Background: an optimization exercise with open tools, aiming at small area and a short achievable clock period. Do not read the settings as production practice. In this exercise RTL edits were held to simulation tests only and were not proved equivalent to the original. No activity file was given, so power comes from the tool's default toggle rates.

## afvip
module afvip #(
    parameter TP = 0
)(
    input            clk        ,
    input            rst_n      ,
    output           afvip_intr ,
    input            psel       ,
    input            penable    ,
    input     [15:0] paddr      ,
    input            pwrite     ,
    input     [31:0] pwdata     ,
    output           pready     ,
    output    [31:0] prdata     ,
    output           pslverr
);
==> module afvip, before the edit <==
module afvip #(
    parameter TP = 0
)(
    input            clk        ,
    input            rst_n      ,
    output           afvip_intr ,
    input            psel       ,
    input            penable    ,
    input     [15:0] paddr      ,
    input            pwrite     ,
    input     [31:0] pwdata     ,
    output           pready     ,
    output    [31:0] prdata     ,
    output           pslverr
);
integer i;
wire        a_low    = ~|paddr[15:8];
wire        a_work   = a_low & ~paddr[7] & ~|paddr[1:0];
wire        a_cfg    = a_low & (paddr[7:0] == 8'h80);
wire        a_sts    = a_low & (paddr[7:0] == 8'h84);
wire        a_clr    = a_low & (paddr[7:0] == 8'h88);
wire        a_ctl    = a_low & (paddr[7:0] == 8'h8C);
wire [4:0]  a_idx    = paddr[6:2];
wire        wr_acc   = psel & penable & pwrite;
wire        we_work  = wr_acc & a_work;
wire        we_cfg   = wr_acc & a_cfg;
wire        we_clr   = wr_acc & a_clr;
wire        we_ctl   = wr_acc & a_ctl;
reg  [2:0]  op;
reg  [4:0]  rs0, rs1, dst;
reg  [7:0]  imm;
reg         mul, y_imm, c_b, c_imm, op_ok;
wire [2:0]  wop = pwdata[2:0];
always @(posedge clk or negedge rst_n)
if (~rst_n) begin
  op <= 3'd0; rs0 <= 5'd0; rs1 <= 5'd0; dst <= 5'd0; imm <= 8'd0;
  mul <= 1'b0; y_imm <= 1'b0; c_b <= 1'b0; c_imm <= 1'b0; op_ok <= 1'b1;
end else if (we_cfg) begin
  op <= wop; rs0 <= pwdata[7:3]; rs1 <= pwdata[12:8]; dst <= pwdata[20:16]; imm <= pwdata[31:24];
  mul   <= (wop == 3'd1) | (wop == 3'd3) | (wop == 3'd4);
  y_imm <= (wop == 3'd1);
  c_b   <= (wop == 3'd2);
  c_imm <= (wop == 3'd4);
  op_ok <= (wop < 3'd5);
end
reg         clr_err, clr_fin, start;
always @(posedge clk or negedge rst_n)
if (~rst_n) begin
  clr_err <= 1'b0; clr_fin <= 1'b0; start <= 1'b0;
end else begin
  clr_err <= we_clr & pwdata[0];
  clr_fin <= we_clr & pwdata[1];
  start   <= we_ctl & pwdata[0];
end
reg         err, fin;
always @(posedge clk or negedge rst_n)
if (~rst_n)                err <= 1'b0; else
if (start & ~op_ok)        err <= 1'b1; else
if (clr_err)               err <= 1'b0;
always @(posedge clk or negedge rst_n)
if (~rst_n)                fin <= 1'b0; else
if (start &  op_ok)        fin <= 1'b1; else
if (clr_fin)               fin <= 1'b0;
assign afvip_intr = err | fin;
reg         pend;     
wire [31:0] res;
reg         wb_v;
reg  [4:0]  wb_idx;
reg  [31:0] wb_dat;
always @(posedge clk or negedge rst_n)
if (~rst_n) begin
  pend <= 1'b0; wb_v <= 1'b0;
end else begin
  pend <= start & op_ok;
  wb_v <= we_work;
end
always @(posedge clk) begin
  wb_idx <= a_idx;
  wb_dat <= pwdata;
end
wire [31:0] wbus  = wb_v ? wb_dat : res;
wire [31:0] d_hot = 32'd1 << dst;
wire [31:0] w_hot = 32'd1 << wb_idx;
reg  [1023:0] wreg;
reg  [31:0]   vld;
wire [31:0]   wsel = ({32{wb_v}} & w_hot) | ({32{pend}} & d_hot);
always @(posedge clk)
  for (i = 0; i < 32; i = i + 1)
    if (wsel[i]) wreg[i*32 +: 32] <= wbus;
always @(posedge clk or negedge rst_n)
if (~rst_n) vld <= 32'd0;
else        vld <= vld | wsel;
reg         a_ok, b_ok;
wire [4:0]  f_idx = a_ok ? rs1 : rs0;
wire [31:0] r_vld = vld & ~({32{wb_v}} & w_hot);           
wire [31:0] f_hot = r_vld & (32'd1 << f_idx);
wire [31:0] rhot;
afvip_rsel afvip_rsel_i (.idx(a_idx), .fill(pwrite), .f_hot(f_hot), .vld(r_vld), .hot(rhot));
wire        r_fwd = wb_v & (pwrite ? (f_idx == wb_idx) : (a_idx == wb_idx));
wire [31:0] rmux;
afvip_rmux afvip_rmux_i (.d(wreg), .sel(rhot), .q(rmux));
wire [31:0] rval  = rmux | ({32{r_fwd}} & wb_dat);
reg  [31:0] opa, opb;
wire        fill    = pwrite;
wire        au_a    = pend & (dst == rs0);
wire        au_b    = pend & (dst == rs1);
wire        fill_a  = fill & ~a_ok;
wire        fill_b  = fill & a_ok & ~b_ok;
always @(posedge clk) begin
  if (au_a)                 opa <= res; else
  if (fill_a)               opa <= rval;
  if (au_b & ~y_imm)        opb <= res; else
  if (fill_b)               opb <= y_imm ? {24'd0, imm} : rval;
end
always @(posedge clk or negedge rst_n)
if (~rst_n) begin
  a_ok <= 1'b0; b_ok <= 1'b0;
end else if (we_cfg) begin
  a_ok <= 1'b0; b_ok <= 1'b0;
end else begin
  a_ok <= (a_ok | fill | au_a) & ~(we_work & (a_idx == rs0));
  b_ok <= (b_ok | (fill & a_ok) | au_b) & ~(we_work & (a_idx == rs1) & ~y_imm);
end
wire [127:0] cs;
reg  [127:0] st;
afvip_au afvip_au_i (.a(opa), .y(opb), .c(imm & {8{c_imm}}), .r(cs));
always @(posedge clk)
  st <= mul ? cs : {64'd0, (c_b ? opb : {24'd0, imm}), opa};
wire [31:0] r0 = st[31:0], r1 = st[63:32], r2 = st[95:64], r3 = st[127:96];
wire [31:0] s1 = r0 ^ r1 ^ r2;
wire [31:0] c1 = {(r0[30:0] & r1[30:0]) | (r0[30:0] & r2[30:0]) | (r1[30:0] & r2[30:0]), 1'b0};
wire [31:0] s2 = s1 ^ c1 ^ r3;
wire [31:0] c2 = {(s1[30:0] & c1[30:0]) | (s1[30:0] & r3[30:0]) | (c1[30:0] & r3[30:0]), 1'b0};
assign res = s2 + c2;
wire [31:0] rdata    = ({32{a_work}} & rval)
                     | ({32{a_cfg }} & {imm, 3'd0, dst, 3'd0, rs1, rs0, op})
                     | ({32{a_sts }} & {30'd0, fin, err})
                     | ({32{a_clr }} & {30'd0, clr_fin, clr_err})
                     | ({32{a_ctl }} & {31'd0, start});
wire        dec_ok   = a_work | a_cfg | a_clr | a_ctl | (a_sts & ~pwrite);
reg  [31:0] prdata_r;
reg         pslverr_r;
always @(posedge clk) begin
  prdata_r  <= rdata;
  pslverr_r <= ~dec_ok;
end
assign prdata  = prdata_r;
assign pslverr = pslverr_r;
assign pready  = 1'b1;
endmodule
Settings: LEC_CHECK=0, ABC_AREA=1, CAP_MARGIN=20, CORE_MARGIN=2, CORE_UTILIZATION=62, PLACE_DENSITY=0.72, SLEW_MARGIN=20; clock period 13.0 ns.
standard.sh (not shown) runs the stock make flow with config.mk's settings and CLKGATE_MAP_FILE= SYNTH_SCRIPT=/design/flow/synth_recipe.tcl, a recipe that flattens the netlist after the stock synthesis.
==> flow/flow/run.sh <==
#!/bin/bash
# Layout flow: the standard layout (standard.sh) with these changes:
#  - synthesis uses flow/synth.tcl: the standard synthesis script, except that the work register read
#    mux and its select lines (modules afvip_rmux and afvip_rsel, which hold no registers) are mapped
#    on their own (see flow/synth.tcl); registers, their names and cells are those of the standard
#    synthesis;
#  - repair_timing aims for a setup slack margin of SETUP_SLACK_MARGIN ns against the design's clock;
#  - clock tree sink clusters of up to 25 flip-flops and no dummy loads;
#  - ports are buffered with buf_4 cells.
# Each tool's output goes to a log here (synth.log, standard.log) and to ORFS's logs under orfs/logs.
set -euo pipefail
export SETUP_SLACK_MARGIN=8.7
export CTS_ARGS="-sink_clustering_enable -repair_clock_nets -dont_use_dummy_load -sink_clustering_size 25 -sink_clustering_max_diameter 80"
export BUFFER_PORTS_ARGS="-buffer_cell sky130_fd_sc_hd__buf_4"
make_line=$(grep '^make ' standard.sh)
synth_line=$(printf '%s\n' "$make_line" | sed -e "s|SYNTH_SCRIPT=[^ ]*|SYNTH_SCRIPT=$PWD/flow/synth.tcl|" -e 's|"${@:-finish}"|synth|')
bash -c "$synth_line" > synth.log 2>&1
bash standard.sh finish > standard.log 2>&1
Other scripts of this flow, unchanged in this note and not shown: flow/flow/synth.tcl
Rerun with:
--- a/flow/design.v
+++ b/flow/design.v
@@ -735,24 +735,21 @@
 wire        we_clr   = wr_acc & a_clr;
 wire        we_ctl   = wr_acc & a_ctl;
 reg  [2:0]  op;
 reg  [4:0]  rs0, rs1, dst;
 reg  [7:0]  imm;
-reg         mul, y_imm, c_b, c_imm, op_ok;
-wire [2:0]  wop = pwdata[2:0];
 always @(posedge clk or negedge rst_n)
 if (~rst_n) begin
   op <= 3'd0; rs0 <= 5'd0; rs1 <= 5'd0; dst <= 5'd0; imm <= 8'd0;
-  mul <= 1'b0; y_imm <= 1'b0; c_b <= 1'b0; c_imm <= 1'b0; op_ok <= 1'b1;
 end else if (we_cfg) begin
-  op <= wop; rs0 <= pwdata[7:3]; rs1 <= pwdata[12:8]; dst <= pwdata[20:16]; imm <= pwdata[31:24];
-  mul   <= (wop == 3'd1) | (wop == 3'd3) | (wop == 3'd4);
-  y_imm <= (wop == 3'd1);
-  c_b   <= (wop == 3'd2);
-  c_imm <= (wop == 3'd4);
-  op_ok <= (wop < 3'd5);
+  op <= pwdata[2:0]; rs0 <= pwdata[7:3]; rs1 <= pwdata[12:8]; dst <= pwdata[20:16]; imm <= pwdata[31:24];
 end
+wire        mul   = (op == 3'd1) | (op == 3'd3) | (op == 3'd4);
+wire        y_imm = (op == 3'd1);
+wire        c_b   = (op == 3'd2);
+wire        c_imm = (op == 3'd4);
+wire        op_ok = (op < 3'd5);
 reg         clr_err, clr_fin, start;
 always @(posedge clk or negedge rst_n)
 if (~rst_n) begin
   clr_err <= 1'b0; clr_fin <= 1'b0; start <= 1'b0;
 end else begin
@@ -772,23 +769,21 @@
 assign afvip_intr = err | fin;
 reg         pend;     
 wire [31:0] res;
 reg         wb_v;
 reg  [4:0]  wb_idx;
-reg  [31:0] wb_dat;
+reg  [31:0] xd;       
 always @(posedge clk or negedge rst_n)
 if (~rst_n) begin
   pend <= 1'b0; wb_v <= 1'b0;
 end else begin
   pend <= start & op_ok;
   wb_v <= we_work;
 end
-always @(posedge clk) begin
+always @(posedge clk)
   wb_idx <= a_idx;
-  wb_dat <= pwdata;
-end
-wire [31:0] wbus  = wb_v ? wb_dat : res;
+wire [31:0] wbus  = wb_v ? xd : res;
 wire [31:0] d_hot = 32'd1 << dst;
 wire [31:0] w_hot = 32'd1 << wb_idx;
 reg  [1023:0] wreg;
 reg  [31:0]   vld;
 wire [31:0]   wsel = ({32{wb_v}} & w_hot) | ({32{pend}} & d_hot);
@@ -805,11 +800,11 @@
 wire [31:0] rhot;
 afvip_rsel afvip_rsel_i (.idx(a_idx), .fill(pwrite), .f_hot(f_hot), .vld(r_vld), .hot(rhot));
 wire        r_fwd = wb_v & (pwrite ? (f_idx == wb_idx) : (a_idx == wb_idx));
 wire [31:0] rmux;
 afvip_rmux afvip_rmux_i (.d(wreg), .sel(rhot), .q(rmux));
-wire [31:0] rval  = rmux | ({32{r_fwd}} & wb_dat);
+wire [31:0] rval  = rmux | ({32{r_fwd}} & xd);
 reg  [31:0] opa, opb;
 wire        fill    = pwrite;
 wire        au_a    = pend & (dst == rs0);
 wire        au_b    = pend & (dst == rs1);
 wire        fill_a  = fill & ~a_ok;
@@ -838,21 +833,22 @@
 wire [31:0] s1 = r0 ^ r1 ^ r2;
 wire [31:0] c1 = {(r0[30:0] & r1[30:0]) | (r0[30:0] & r2[30:0]) | (r1[30:0] & r2[30:0]), 1'b0};
 wire [31:0] s2 = s1 ^ c1 ^ r3;
 wire [31:0] c2 = {(s1[30:0] & c1[30:0]) | (s1[30:0] & r3[30:0]) | (c1[30:0] & r3[30:0]), 1'b0};
 assign res = s2 + c2;
-wire [31:0] rdata    = ({32{a_work}} & rval)
-                     | ({32{a_cfg }} & {imm, 3'd0, dst, 3'd0, rs1, rs0, op})
-                     | ({32{a_sts }} & {30'd0, fin, err})
-                     | ({32{a_clr }} & {30'd0, clr_fin, clr_err})
-                     | ({32{a_ctl }} & {31'd0, start});
+wire        rd       = ~pwrite;
+wire [31:0] xd_d     = ({32{rd & a_work}} & rval)
+                     | ({32{rd & a_cfg }} & {imm, 3'd0, dst, 3'd0, rs1, rs0, op})
+                     | ({32{rd & a_sts }} & {30'd0, fin, err})
+                     | ({32{rd & a_clr }} & {30'd0, clr_fin, clr_err})
+                     | ({32{rd & a_ctl }} & {31'd0, start})
+                     | ({32{pwrite    }} & pwdata);
 wire        dec_ok   = a_work | a_cfg | a_clr | a_ctl | (a_sts & ~pwrite);
-reg  [31:0] prdata_r;
 reg         pslverr_r;
 always @(posedge clk) begin
-  prdata_r  <= rdata;
+  xd        <= xd_d;
   pslverr_r <= ~dec_ok;
 end
-assign prdata  = prdata_r;
+assign prdata  = xd;
 assign pslverr = pslverr_r;
 assign pready  = 1'b1;
 endmodule
=>
- The changed run finished with timing, DRC and antenna clean
- routed wire length goes up by 2.9%
- setup slack degrades by 0.26 ns
- flip-flop and latch count goes down by 37
- power goes down by 3.0%
- sequential share of layout area goes down by 1.2 points
- final area stays flat
- via count goes up by 0.85%
- global-route usage goes up by 1.3 points
- worst hold slack improves by 0.0073 ns
- fmax goes down by 5.6%
- non-clock buffer count goes up by 14
- clock power goes down by about 6%
- critical path depth goes up by 4

## static timing again, ports no longer ideal
How much do the figures lean on ideal ports? The routed layouts below were timed once more, with nothing changed but the port constraints. Step 1, drivers: a clkbuf_16 drives clk and a buf_2 each remaining input, both assumed. Step 2 times the ports against the registers' clock, not the clock port: input delays grow and output delays shrink by t, the midpoint of the rising clock arrivals with the driver on. Slacks: no drivers / after step 1 / after step 2; pairs: no drivers / after step 1.
| run | t (ns) | setup WS [ns] | latest minus earliest clock arrival (ns) |
|---|---|---|---|
| the first run | 0.718 | 8.692 / 8.586 / 7.868 | 0.076 / 0.077 |
| the second run | 0.750 | 8.437 / 8.460 / 7.710 | 0.099 / 0.099 |
After both steps every run listed still meets setup and hold. The setup slack of the first run, which loses most, moves by -0.106 ns with the drivers and by -0.824 ns with both steps.
